What follows belongs to an exercise in optimizing a design on an open flow for small area; a production flow would make more cautious choices. In this exercise RTL edits were held to simulation tests only and were not proved equivalent to the original. No activity file was given, so power comes from the tool's default toggle rates.

Design i2c_top, start of the top module:
module i2c_top(
    input           clk,
    input           rstn,
    input           apb_sel,
    input           apb_en,
    input           apb_write,
    output          apb_ready,
    input  [31:0]   apb_addr,
    input  [31:0]   apb_wdata,
    output [31:0]   apb_rdata,
    output          i2c_irq,
    input           i2c_scl_i,
    output          i2c_scl_o,
    input           i2c_sda_i,
    output          i2c_sda_o
);
Settings: LEC_CHECK=0, CAP_MARGIN=0, CORE_MARGIN=2, CORE_UTILIZATION=50, CTS_BUF_LIST=sky130_fd_sc_hd__clkbuf_8, CTS_CLUSTER_DIAMETER=60, CTS_CLUSTER_SIZE=16, SLEW_MARGIN=0; clock period 12.0 ns.
standard.sh (not shown) runs the stock make flow with config.mk's settings and CLKGATE_MAP_FILE= SYNTH_SCRIPT=/design/flow/synth_recipe.tcl, a recipe that flattens the netlist after the stock synthesis.
==> flow/flow/run.sh <==
#!/bin/bash
# The standard layout (standard.sh: the ORFS flow, standard synthesis included) with two
# changes: port buffers are sky130_fd_sc_hd__buf_1 instead of the tool's pick, and clock tree
# synthesis inserts no dummy loads. All of make's output goes to flow_make.log here; each ORFS
# step keeps its own log under orfs/logs/.
set -euo pipefail
bash standard.sh \
  "BUFFER_PORTS_ARGS=-buffer_cell sky130_fd_sc_hd__buf_1" \
  "CTS_ARGS=-sink_clustering_enable -repair_clock_nets -buf_list sky130_fd_sc_hd__clkbuf_8 -sink_clustering_size 16 -sink_clustering_max_diameter 60 -dont_use_dummy_load" \
  finish > flow_make.log 2>&1
Change:
--- a/flow/flow/run.sh
+++ b/flow/flow/run.sh
@@ -9 +9 @@
-  "CTS_ARGS=-sink_clustering_enable -repair_clock_nets -buf_list sky130_fd_sc_hd__clkbuf_8 -sink_clustering_size 16 -sink_clustering_max_diameter 60 -dont_use_dummy_load" \
+  "CTS_ARGS=-sink_clustering_enable -repair_clock_nets -buf_list sky130_fd_sc_hd__clkbuf_8 -sink_clustering_size 18 -sink_clustering_max_diameter 70 -dont_use_dummy_load" \
Clock power falls by about 4%.
Cell area stays flat.
Cell count hardly moves.
Combinational power stays flat.
Wire length barely changes.
Power falls by about 1%.
Synthesized area stays the same.
Change:
--- a/flow/flow/run.sh
+++ b/flow/flow/run.sh
@@ -9 +9 @@
-  "CTS_ARGS=-sink_clustering_enable -repair_clock_nets -buf_list sky130_fd_sc_hd__clkbuf_8 -sink_clustering_size 18 -sink_clustering_max_diameter 70 -dont_use_dummy_load" \
+  "CTS_ARGS=-sink_clustering_enable -repair_clock_nets -buf_list sky130_fd_sc_hd__clkbuf_8 -sink_clustering_size 16 -sink_clustering_max_diameter 60 -dont_use_dummy_load" \
Settings changed: CAP_MARGIN 0 to 20, CTS_BUF_LIST sky130_fd_sc_hd__clkbuf_8 to default, CTS_CLUSTER_DIAMETER 60 to default, CTS_CLUSTER_SIZE 16 to default, PLACE_DENSITY from default to 0.8, SLEW_MARGIN 0 to 20.
Outcome: Wire length went down by 4.3%; setup slack is worse by 0.0082 ns; utilization increases by 0.14 points; non-clock buffer count falls by 3; global-route usage falls by 1.5 points; sequential share of layout area shrinks by 0.16 points; die area is unchanged; via count rises by 2.9%; total power came out higher by 0.43%; synthesized area is unchanged.
Change:
Settings changed: CTS_BUF_LIST from default to sky130_fd_sc_hd__clkbuf_8, CTS_CLUSTER_DIAMETER from default to 60, CTS_CLUSTER_SIZE from default to 16, PLACE_DENSITY 0.8 to default.
Cell count stays flat.
Core utilization is about the same.
Routed wire length is higher by a few percent.
Sequential share of layout area is about the same.
Sequential power barely changes.
Clock-buffer cell count does not change.
Change:
Settings changed: CORE_UTILIZATION 50 to 55, CTS_BUF_LIST sky130_fd_sc_hd__clkbuf_8 to default, CTS_CLUSTER_DIAMETER 60 to default, CTS_CLUSTER_SIZE 16 to default, PLACE_DENSITY from default to 0.7.
=> Setup slack gets better by 0.093 ns. Wire length is lower by 4.6%. Cell count is lower by 1.1%.

========
i2c_top, a different RTL version from the one above (not shown whole).
Size in the first run: about 2,500 cells after synthesis, ~800 flip-flops, about 34,000 um^2 of cells after synthesis.
## i2c_top
module i2c_top(
    input           clk,
    input           rstn,
    input           apb_sel,
    input           apb_en,
    input           apb_write,
    output          apb_ready,
    input  [31:0]   apb_addr,
    input  [31:0]   apb_wdata,
    output [31:0]   apb_rdata,
    output          i2c_irq,
    input           i2c_scl_i,
    output          i2c_scl_o,
    input           i2c_sda_i,
    output          i2c_sda_o
);
export LEC_CHECK = 0
export CAP_MARGIN = 20
export CORE_MARGIN = 2
export CORE_UTILIZATION = 60
export SLEW_MARGIN = 20
create_clock -name core_clock -period 12.0 [get_ports {clk}]
==> flow/flow/run.sh <==
#!/bin/bash
# The standard layout (standard.sh: the ORFS flow, standard synthesis included) with two
# changes: port buffers are sky130_fd_sc_hd__buf_1 instead of the tool's pick, and clock tree
# synthesis inserts no dummy loads. All of make's output goes to flow_make.log here; each ORFS
# step keeps its own log under orfs/logs/.
set -euo pipefail
bash standard.sh \
  "BUFFER_PORTS_ARGS=-buffer_cell sky130_fd_sc_hd__buf_1" \
  "CTS_ARGS=-sink_clustering_enable -repair_clock_nets -buf_list sky130_fd_sc_hd__clkbuf_8 -sink_clustering_size 20 -sink_clustering_max_diameter 45 -dont_use_dummy_load" \
  finish > flow_make.log 2>&1
The starting point completed with no timing, DRC or antenna violations.
Change:
==> flow/run.sh (new file) <==
#!/bin/bash
# synth_recipe.tcl (not shown) runs the flow's synth.tcl, then flattens the netlist and writes it again
# the make line also repeats each setting of config.mk as NAME=value (left out here)
make -C /OpenROAD-flow-scripts/flow DESIGN_CONFIG=/design/flow/config.mk WORK_HOME=/design/flow/orfs CLKGATE_MAP_FILE= SYNTH_SCRIPT=/design/flow/synth_recipe.tcl finish
- CORE_UTILIZATION: 60 -> 50
- CTS_BUF_LIST: not set -> sky130_fd_sc_hd__clkbuf_8
- CTS_CLUSTER_DIAMETER: not set -> 60
- CTS_CLUSTER_SIZE: not set -> 16
removed: flow/flow/run.sh
removed: flow/standard.sh
Result:
- cell area goes up by 1.9%
- power is about the same
- setup slack loses 120 ps
- wire length grows by 4.1%
- sequential share of layout area decreases by 1.1 points
- utilization decreases by 9.7 points
- global-route usage falls by 4.4 points
Change:
==> flow/flow/run.sh (new file) <==
#!/bin/bash
# The standard layout (standard.sh: the ORFS flow, standard synthesis included) with two
# changes: port buffers are sky130_fd_sc_hd__buf_1 instead of the tool's pick, and clock tree
# synthesis inserts no dummy loads. All of make's output goes to flow_make.log here; each ORFS
# step keeps its own log under orfs/logs/.
set -euo pipefail
bash standard.sh \
  "BUFFER_PORTS_ARGS=-buffer_cell sky130_fd_sc_hd__buf_1" \
  "CTS_ARGS=-sink_clustering_enable -repair_clock_nets -buf_list sky130_fd_sc_hd__clkbuf_8 -sink_clustering_size 16 -sink_clustering_max_diameter 60 -dont_use_dummy_load" \
  finish > flow_make.log 2>&1
==> flow/standard.sh (new file) <==
#!/bin/bash
# synth_recipe.tcl (not shown) runs the flow's synth.tcl, then flattens the netlist and writes it again
# the make line also repeats each setting of config.mk as NAME=value (left out here)
make -C /OpenROAD-flow-scripts/flow DESIGN_CONFIG=/design/flow/config.mk WORK_HOME=/design/flow/orfs CLKGATE_MAP_FILE= SYNTH_SCRIPT=/design/flow/synth_recipe.tcl "${@:-finish}"
removed: flow/run.sh
Register-to-register slack gains 300 ps; wire length goes down slightly; core utilization goes down by 1.2 points; count of clock-buffer cells in the layout goes down by 1.
Change:
==> flow/run.sh (new file) <==
#!/bin/bash
# synth_recipe.tcl (not shown) runs the flow's synth.tcl, then flattens the netlist and writes it again
# the make line also repeats each setting of config.mk as NAME=value (left out here)
make -C /OpenROAD-flow-scripts/flow DESIGN_CONFIG=/design/flow/config.mk WORK_HOME=/design/flow/orfs CLKGATE_MAP_FILE= SYNTH_SCRIPT=/design/flow/synth_recipe.tcl finish
- CAP_MARGIN: 20 -> 10
- CTS_BUF_LIST: sky130_fd_sc_hd__clkbuf_8 -> sky130_fd_sc_hd__clkbuf_4 sky130_fd_sc_hd__clkbuf_8 sky130_fd_sc_hd__clkbuf_16
- CTS_CLUSTER_SIZE: 16 -> 20
- SLEW_MARGIN: 20 -> 10
removed: flow/flow/run.sh
removed: flow/standard.sh
Result: The changed run went through all stages and came out clean. Power came out higher by roughly a tenth. Synthesized area is unchanged. Design area increases by a few percent.

re-timing with driven ports:
Ports are ideal in the flow. The routed layouts listed here were re-timed in OpenROAD.
Step 1: set_driving_cell puts a clkbuf_16 on clk and a buf_2 on each other input, an assumption about the parent block.
Step 2 also shifts input and output timing later by t, the mid clock arrival at the registers, as if the neighbouring blocks saw the same clock.
Slacks: ideal / step 1 / step 2; pairs: ideal / step 1.
run | shift t [ns] | setup slack, ns | cell pins on the clock port's net
the first run of note 1 | 0.753 | 3.503 / 3.503 / 3.503 | 1
the second run of note 1 | 0.756 | 3.536 / 3.536 / 3.536 | 1
the third run of note 1 | 0.747 | 3.528 / 3.528 / 3.528 | 1
the fourth run of note 1 | 0.768 | 3.568 / 3.568 / 3.568 | 1
the fifth run of note 1 | 0.760 | 3.661 / 3.661 / 3.661 | 1
the first run of note 2 | 0.736 | 4.014 / 4.014 / 4.014 | 1
the second run of note 2 | 0.741 | 3.897 / 3.897 / 3.897 | 1
the third run of note 2 | 0.723 | 4.201 / 4.201 / 4.201 | 1
the fourth run of note 2 | 0.698 | 3.878 / 3.878 / 3.878 | 1
After both steps setup and hold are still met in every run listed.
